Context: an optimization exercise on an open-source flow, tuned for small area. The choices shown serve that exercise and are no tape-out recipe.
Only simulation tests tie the RTL to the original design; equivalence was not proved.

// z80
module z80 (
    input  wire         clk,
    input  wire         cen,
    input  wire         reset_n,
    input  wire         wait_n,
    input  wire         int_n,
    input  wire         nmi_n,
    input  wire         busrq_n,
    input  wire [7:0]   di,
    output wire [7:0]   dout,
    output wire         doe,
    output wire [15:0]  A,
    output wire         m1_n,
    output wire         mreq_n,
    output wire         iorq_n,
    output wire         rd_n,
    output wire         wr_n,
    output wire         rfsh_n,
    output wire         halt_n,
    output wire         busak_n
);
    tv80s #(
        .Mode(0),    
        .T2Write(1), 
        .IOWait(1)   
    ) tv80s (
        .reset_n (reset_n),
        .clk (clk),
        .cen (cen),
        .wait_n (wait_n),
        .int_n (int_n),
        .nmi_n (nmi_n),
        .busrq_n (busrq_n),
        .m1_n (m1_n),
        .mreq_n (mreq_n),
        .iorq_n (iorq_n),
        .rd_n (rd_n),
        .wr_n (wr_n),
        .rfsh_n (rfsh_n),
        .halt_n (halt_n),
        .busak_n (busak_n),
        .A (A),
        .di (di),
        .dout (dout),
        .write (doe) 
    );
endmodule
Size: ~4,300 cells after synthesis, roughly 48 I/O pins, roughly 0.034 sq mm of cells after synthesis.
Settings: LEC_CHECK=0, CAP_MARGIN=20, CORE_MARGIN=2, CORE_UTILIZATION=45, CTS_BUF_LIST=sky130_fd_sc_hd__clkbuf_8, CTS_CLUSTER_DIAMETER=80, CTS_CLUSTER_SIZE=12, SLEW_MARGIN=20; clock period 12.0 ns.
run.sh (not shown) runs the stock make flow with config.mk's settings and CLKGATE_MAP_FILE= SYNTH_SCRIPT=/design/flow/synth_recipe.tcl, a recipe that flattens the netlist after the stock synthesis.
The baseline finished with timing, DRC and antenna clean.
==> next run, changes <==
==> flow/flow/run.sh (new file) <==
#!/bin/bash
set -euo pipefail
HERE=$(pwd)
FLOWDIR=$HERE/flow
sed 's#^source \$::env(SCRIPTS_DIR)/synth_preamble.tcl#source $::env(SCRIPTS_DIR)/synth_preamble.tcl\nset abc_args [lreplace $abc_args 1 1 '"$FLOWDIR"'/area.abc]#' \
  "$FLOW_HOME/scripts/synth.tcl" > "$HERE/my_synth.tcl"
grep -q "area.abc" "$HERE/my_synth.tcl"
sed 's#source \$::env(SCRIPTS_DIR)/synth.tcl#source '"$HERE"'/my_synth.tcl#' synth_recipe.tcl > "$HERE/my_synth_recipe.tcl"
grep -q "my_synth.tcl" "$HERE/my_synth_recipe.tcl"
sed -e 's#SYNTH_SCRIPT=[^ ]*#SYNTH_SCRIPT='"$HERE"'/my_synth_recipe.tcl#' standard.sh > "$HERE/my_standard.sh"
EXTRA=()
if [[ -f $FLOWDIR/extra.mk ]]; then
  while IFS= read -r line; do
    [[ -z "$line" || "$line" == \#* ]] && continue
    EXTRA+=("$line")
  done < "$FLOWDIR/extra.mk"
fi
printf '%s\n' "${EXTRA[@]}" > "$HERE/extra_args.log"
bash "$HERE/my_standard.sh" "${EXTRA[@]}" finish > "$HERE/flow_make.log" 2>&1
==> flow/flow/area.abc (new file) <==
&get -n
&st
&deepsyn -T 60
&dch -f
&nf -p -R 1000
&put
topo
==> flow/flow/extra.mk (new file) <==
BUFFER_PORTS_ARGS=-buffer_cell sky130_fd_sc_hd__buf_1
CTS_ARGS=-sink_clustering_enable -repair_clock_nets -dont_use_dummy_load -buf_list sky130_fd_sc_hd__clkbuf_8 -sink_clustering_size 12 -sink_clustering_max_diameter 80
==> flow/standard.sh (new file) <==
#!/bin/bash
# synth_recipe.tcl (not shown) runs the flow's synth.tcl, then flattens the netlist and writes it again
# the make line also repeats each setting of config.mk as NAME=value (left out here)
make -C /OpenROAD-flow-scripts/flow DESIGN_CONFIG=/design/flow/config.mk WORK_HOME=/design/flow/orfs CLKGATE_MAP_FILE= SYNTH_SCRIPT=/design/flow/synth_recipe.tcl "${@:-finish}"
CTS_BUF_LIST = default   (was sky130_fd_sc_hd__clkbuf_8)
CTS_CLUSTER_DIAMETER = default   (was 80)
CTS_CLUSTER_SIZE = default   (was 12)
removed: flow/run.sh
Cell area goes down by about a fifth.
Clock skew goes up by 0.028 ns.
==> next run, changes <==
CAP_MARGIN = 10   (was 20)
CORE_UTILIZATION = 52   (was 45)
SLEW_MARGIN = 10   (was 20)
After rerunning:
- fmax fell by 1.5%
- via count went up by 1.3%
- final cell count is lower by 1.3%
- synthesized cell count climbs by 0.84%
- setup slack is worse by 0.17 ns
- wire length falls by 6.5%
- clock-buffer cell count falls by 2
- design area barely changes

separate check: timing with driven ports:
In the flow no input, the clock included, has a driving cell. The finished layouts below were timed again as built, in two steps. Step 1 sets driving cells, clkbuf_16 on the clock port and buf_2 on the other inputs (assumed; they add their load-dependent delay and slew). Step 2 also shifts input and output timing later by t, the mid clock arrival at the registers, as if the neighbouring blocks saw the same clock. a / b / c = ideal ports / drivers / drivers and shift; a / b = the first two.
run | shift t [ns] | setup WS [ns] | latest minus earliest clock arrival (ns) | worst register clock-pin slew, ns | worst data-port slew with drivers (ns)
the first run | 0.716 | 2.203 / 2.203 / 2.203 | 0.077 / 0.077 | 0.10 / 0.10 | 0.07
the second run | 0.690 | 1.034 / 1.034 / 1.034 | 0.106 / 0.106 | 0.10 / 0.10 | 0.10
the third run | 0.678 | 0.862 / 0.862 / 0.862 | 0.053 / 0.053 | 0.10 / 0.10 | 0.04
After both steps setup and hold are still met in every run listed.
